From an optimization exercise on the open Yosys and OpenROAD flow, aimed at small area; shortcuts taken in it are not production practice.
Only simulation tests tie the RTL to the original design; equivalence was not proved.
No driver is modelled on the clock port, so clocking that relies on it looks cheaper here than on a real chip.
Power figures rest on the tool's default switching activity, not on a simulated workload.

Design Seven_Segment, start of the top module:
module Seven_Segment(
    input CLK,
    input rst,
    input switch_up,
    input switch_clear,
    input switch_stop,
    output [7:0] SEG,
    output [3:0] DIGIT,
    output reg [23:0] io_led
    );
wire step, tick, p0, early, tick_prev, tick_now;
reg [15:0] B;
display_7_seg display(.CLK (CLK), .rst (rst), .digits (B), .step (step),
		.tick (tick), .p0 (p0), .early (early), .tick_prev (tick_prev),
		.tick_now (tick_now), .SEG (SEG), .DIGIT (DIGIT));
wire s_up, s_clear, s_stop;
debouncer d1(.CLK (CLK), .rst (rst), .mask (early), .switch_input (switch_up), .trans_dn (s_up));
debouncer d2(.CLK (CLK), .rst (rst), .mask (early), .switch_input (switch_clear), .trans_dn (s_clear));
debouncer d3(.CLK (CLK), .rst (rst), .mask (early), .switch_input (switch_stop), .trans_dn (s_stop));
reg run, dir;
always @(posedge CLK)
begin
  if (rst)
  begin
    run <= 1'b0;
    dir <= 1'b1;
  end
  else if (s_stop)
    run <= ~run;
  else if (s_clear)
    run <= 1'b0;
  else if (s_up)
  begin
    run <= 1'b1;
    dir <= run & ~dir;
  end
end
wire cnt = tick & run;
wire clr_led = rst | (s_clear & ~cnt);
wire [24:0] tog;
assign tog[0] = cnt;
genvar gi;
generate
  for (gi = 0; gi < 24; gi = gi + 1)
  begin : led
  ...
clock: 5.0 ns
lec_check: 0
abc_area: 1
cap_margin: 20
core_margin: 2
core_utilization: 40
gpl_timing_driven: 0
slew_margin: 20
standard.sh (not shown) runs the stock make flow with config.mk's settings and CLKGATE_MAP_FILE= SYNTH_SCRIPT=/design/flow/synth_recipe.tcl, a recipe that flattens the netlist after the stock synthesis.
==> flow/flow/run.sh <==
#!/bin/bash
# Layout flow.
#  1. the standard synthesis (the reference for register names and cells).
#  2. The same ORFS synthesis again in a second work folder, with a stronger
#     ABC area script and without the adder cells; it is used only if its
#     registers (names and cells) are exactly the standard synthesis's.
#  3. The standard ORFS flow from floorplan on, with minimum-size port
#     buffers and a clock tree of small clock buffers.
set -euo pipefail
W=$PWD
R=$W/orfs/results/$FLOW_PLATFORM/Seven_Segment/base
R2=$W/orfs_my/results/$FLOW_PLATFORM/Seven_Segment/base

bash standard.sh synth > $W/synth_std.log 2>&1
cp $R/1_2_yosys.v $W/netlist_std.v

rm -rf $W/myscripts
cp -r $FLOW_HOME/scripts $W/myscripts
cp $W/flow/area.abc $W/myscripts/abc_area.script
if bash standard.sh WORK_HOME=$W/orfs_my SCRIPTS_DIR=$W/myscripts ADDER_MAP_FILE= ABC_AREA=1 synth > $W/synth_my.log 2>&1 \
   && python3 $W/flow/regs.py $W/netlist_std.v $R2/1_2_yosys.v > $W/regs_check.log 2>&1; then
  echo "using own synthesis" >> $W/regs_check.log
  cp $R2/1_2_yosys.v $W/netlist_my.v
  cp $W/netlist_my.v $R/1_2_yosys.v
  rm -f $R/1_synth.odb $R/1_synth.sdc
else
  echo "using standard synthesis" >> $W/regs_check.log
fi

export BUFFER_PORTS_ARGS="-buffer_cell sky130_fd_sc_hd__buf_1"
export CTS_ARGS="${CTS_ARGS_OVERRIDE:--sink_clustering_enable -repair_clock_nets -dont_use_dummy_load -buf_list {sky130_fd_sc_hd__clkbuf_4 sky130_fd_sc_hd__clkbuf_8}}"
bash standard.sh > $W/layout.log 2>&1
==> flow/flow/area.abc <==
strash
dc2
balance; rewrite; refactor; balance; rewrite; rewrite -z; balance; refactor -z; rewrite -z; balance
&get -n
&dch -f
&nf -p -R 1000
&put
strash
dc2
balance; rewrite; refactor; balance; rewrite; rewrite -z; balance; refactor -z; rewrite -z; balance
&get -n
&dch -f
&nf -p -R 1000
&put
topo
==> flow/flow/regs.py <==
# regs.py A.v B.v: exit 0 if both netlists hold the same registers (instance name and cell)
import re, sys
def regs(f):
    t = open(f).read()
    return sorted(re.findall(r'^\s*(sky130_fd_sc_hd__(?:df|edf|sdf|dl)\w+)\s+(\S+)\s*\(', t, re.M))
a = regs(sys.argv[1]); b = regs(sys.argv[2])
print(len(a), len(b), 'same' if a == b else 'different')
sys.exit(0 if a == b and len(a) > 0 else 1)
Rerun with:
--- a/flow/flow/run.sh
+++ b/flow/flow/run.sh
@@ -29,4 +29,4 @@
 
 export BUFFER_PORTS_ARGS="-buffer_cell sky130_fd_sc_hd__buf_1"
-export CTS_ARGS="${CTS_ARGS_OVERRIDE:--sink_clustering_enable -repair_clock_nets -dont_use_dummy_load -buf_list {sky130_fd_sc_hd__clkbuf_4 sky130_fd_sc_hd__clkbuf_8}}"
+export CTS_ARGS="${CTS_ARGS_OVERRIDE:--sink_clustering_enable -repair_clock_nets -dont_use_dummy_load -sink_clustering_size 10 -sink_clustering_max_diameter 30 -buf_list sky130_fd_sc_hd__clkbuf_4}"
 bash standard.sh > $W/layout.log 2>&1
--- a/flow/config.mk
+++ b/flow/config.mk
@@ -11,3 +11,4 @@
 export CORE_UTILIZATION = 40
 export GPL_TIMING_DRIVEN = 0
+export PLACE_DENSITY = 0.85
 export SLEW_MARGIN = 20
Sequential power stays flat.
Power came out lower by 7.3%.
Routed wire length rises by 2.0%.
Global-route usage barely changes.
Utilization went down by 0.53 points.
Clock skew hardly moves.
Rerun with:
--- a/flow/flow/run.sh
+++ b/flow/flow/run.sh
@@ -29,4 +29,4 @@
 
 export BUFFER_PORTS_ARGS="-buffer_cell sky130_fd_sc_hd__buf_1"
-export CTS_ARGS="${CTS_ARGS_OVERRIDE:--sink_clustering_enable -repair_clock_nets -dont_use_dummy_load -sink_clustering_size 10 -sink_clustering_max_diameter 30 -buf_list sky130_fd_sc_hd__clkbuf_4}"
+export CTS_ARGS="${CTS_ARGS_OVERRIDE:--sink_clustering_enable -repair_clock_nets -dont_use_dummy_load -buf_list sky130_fd_sc_hd__clkbuf_8}"
 bash standard.sh > $W/layout.log 2>&1
--- a/flow/config.mk
+++ b/flow/config.mk
@@ -11,4 +11,3 @@
 export CORE_UTILIZATION = 40
 export GPL_TIMING_DRIVEN = 0
-export PLACE_DENSITY = 0.85
 export SLEW_MARGIN = 20
Outcome: Power climbs by 7.9%. Setup slack gains 0.010 ns. Sequential power stays flat. Die area is unchanged. Maximum frequency stays flat. Synthesized area is unchanged. Clock-buffer cell count does not change. Non-clock buffer count drops by 1. Cell area climbs by 1.2%. Combinational power is about the same.

========
Setup of old:
Another version of the RTL of Seven_Segment (not shown whole).
Size in the first run: ~41 I/O pins.
==> flow/config.mk <==
export PLATFORM = sky130hd
export DESIGN_NAME = Seven_Segment
export DESIGN_NICKNAME = Seven_Segment
export VERILOG_FILES = /design/flow/design.v
export SDC_FILE = /design/flow/constraint.sdc
export NUM_CORES = 4
export LEC_CHECK = 0
export ABC_AREA = 1
export CAP_MARGIN = 20
export CORE_MARGIN = 2
export CORE_UTILIZATION = 40
export GPL_TIMING_DRIVEN = 0
export PLACE_DENSITY = 0.85
export SLEW_MARGIN = 20
==> flow/constraint.sdc <==
create_clock -name core_clock -period 5.0 [get_ports {CLK}]
set_input_delay 1.0000 -clock core_clock [delete_from_list [all_inputs] [get_ports {CLK}]]
set_output_delay 1.0000 -clock core_clock [all_outputs]
set_load 0.01 [all_outputs]
==> flow/flow/run.sh <==
#!/bin/bash
# Layout flow.
#  1. the standard synthesis (the reference for register names and cells).
#  2. The same ORFS synthesis again in a second work folder, with a stronger
#     ABC area script and without the adder cells; it is used only if its
#     registers (names and cells) are exactly the standard synthesis's.
#  3. The standard ORFS flow from floorplan on, with minimum-size port
#     buffers and a clock tree of small clock buffers; after CTS the
#     buffers whose flip-flop clock pins see too much slew are upsized
#     (post_cts.tcl).
set -euo pipefail
W=$PWD
R=$W/orfs/results/$FLOW_PLATFORM/Seven_Segment/base
R2=$W/orfs_my/results/$FLOW_PLATFORM/Seven_Segment/base

bash standard.sh synth > $W/synth_std.log 2>&1
cp $R/1_2_yosys.v $W/netlist_std.v

rm -rf $W/myscripts
cp -r $FLOW_HOME/scripts $W/myscripts
cp $W/flow/area.abc $W/myscripts/abc_area.script
if bash standard.sh WORK_HOME=$W/orfs_my SCRIPTS_DIR=$W/myscripts ADDER_MAP_FILE= ABC_AREA=1 synth > $W/synth_my.log 2>&1 \
   && python3 $W/flow/regs.py $W/netlist_std.v $R2/1_2_yosys.v > $W/regs_check.log 2>&1; then
  echo "using own synthesis" >> $W/regs_check.log
  cp $R2/1_2_yosys.v $W/netlist_my.v
  cp $W/netlist_my.v $R/1_2_yosys.v
  rm -f $R/1_synth.odb $R/1_synth.sdc
else
  echo "using standard synthesis" >> $W/regs_check.log
fi

export BUFFER_PORTS_ARGS="-buffer_cell sky130_fd_sc_hd__buf_1"
export CTS_ARGS="${CTS_ARGS_OVERRIDE:--sink_clustering_enable -repair_clock_nets -dont_use_dummy_load -sink_clustering_size 10 -sink_clustering_max_diameter 30 -buf_list sky130_fd_sc_hd__clkbuf_4}"
export POST_CTS_TCL=$W/flow/post_cts.tcl
bash standard.sh > $W/layout.log 2>&1
==> flow/flow/post_cts.tcl <==
set clk_slew_target 0.105
proc clk_sink_worst {} {
  set worst 0
  set wpin ""
  foreach pin [get_pins -of_objects [all_registers] -filter "is_clock==1"] {
    set s [get_property $pin slew_max]
    if { $s > $worst } { set worst $s; set wpin $pin }
  }
  return [list $worst $wpin]
}
proc pin_driver { pin } {
  set net [get_nets -of_objects $pin]
  foreach p [get_pins -of_objects $net -filter "direction==output"] {
    return [get_cells -of_objects $p]
  }
  return ""
}
set upsized 0
for { set i 0 } { $i < 20 } { incr i } {
  estimate_parasitics -placement
  lassign [clk_sink_worst] worst wpin
  puts "clock-pin slew: worst [format %.4f $worst] at [get_full_name $wpin]"
  if { $worst <= $clk_slew_target } { break }
  set drv [pin_driver $wpin]
  if { $drv == "" } { break }
  set ref [get_property $drv ref_name]
  if { $ref == "sky130_fd_sc_hd__clkbuf_4" } {
    set new sky130_fd_sc_hd__clkbuf_8
  } elseif { $ref == "sky130_fd_sc_hd__clkbuf_8" } {
    set new sky130_fd_sc_hd__clkbuf_16
  } else {
    break
  }
  puts "upsizing [get_full_name $drv] $ref -> $new"
  replace_cell $drv $new
  incr upsized
}
if { $upsized > 0 } {
  detailed_placement
  check_placement -verbose
  estimate_parasitics -placement
  lassign [clk_sink_worst] worst wpin
  puts "clock-pin slew after upsizing: worst [format %.4f $worst]"
}
Scripts as last shown in full above: flow/flow/area.abc, flow/flow/regs.py
The inputs of new differ from those of old as listed below.
--- a/flow/flow/post_cts.tcl
+++ b/flow/flow/post_cts.tcl
@@ -1,2 +1,2 @@
-set clk_slew_target 0.105
+set clk_slew_target 0.115
 proc clk_sink_worst {} {
--- a/flow/config.mk
+++ b/flow/config.mk
@@ -10,3 +10,3 @@
 export CORE_MARGIN = 2
-export CORE_UTILIZATION = 40
+export CORE_UTILIZATION = 60
 export GPL_TIMING_DRIVEN = 0
==> comparison <==
Every stage of the flow completed for new, and the final layout passed the timing, DRC and antenna checks.
Higher number of tap cells added at floorplan goes to old over new.
Clock network power consumption (lower): new
Compared to old, the router laid down less metal wire for new.
On sum of internal, switching and leakage power: between old and new, it ends up higher for old.
Going from old to new, first-pass GRT wire length went down by about 13%, global-route usage went up by 6.0 points, final area went down by about 0.9%, share of power burned in registers went up by 0.6 points.

==> what the ideal ports hide <==
How much do the figures lean on ideal ports? The routed layouts below were timed once more, with nothing changed but the port constraints.
Step 1: set_driving_cell puts a clkbuf_16 on CLK and a buf_2 on each other input, an assumption about the parent block.
Step 2, shift: input delay + t, output delay - t, t = (earliest + latest rising clock arrival at the registers) / 2. This alone moves slack from input paths to output paths.
Slacks: ideal / step 1 / step 2; pairs: ideal / step 1.
run | t (ns) | slack for setup (ns) | hold slack, ns | slew at the worst register clock pin (ns)
the first run of note 1 | 0.364 | 0.542 / 0.542 / 0.542 | 0.329 / 0.329 / 0.329 | 0.08 / 0.08
the second run of note 1 | 0.423 | 0.532 / 0.532 / 0.532 | 0.343 / 0.343 / 0.343 | 0.12 / 0.12
the third run of note 1 | 0.364 | 0.542 / 0.542 / 0.542 | 0.329 / 0.329 / 0.329 | 0.08 / 0.08
old | 0.423 | 0.561 / 0.561 / 0.561 | 0.332 / 0.332 / 0.332 | 0.10 / 0.10
new | 0.433 | 0.597 / 0.597 / 0.597 | 0.341 / 0.341 / 0.341 | 0.10 / 0.10
After both steps setup and hold are still met in every run listed.
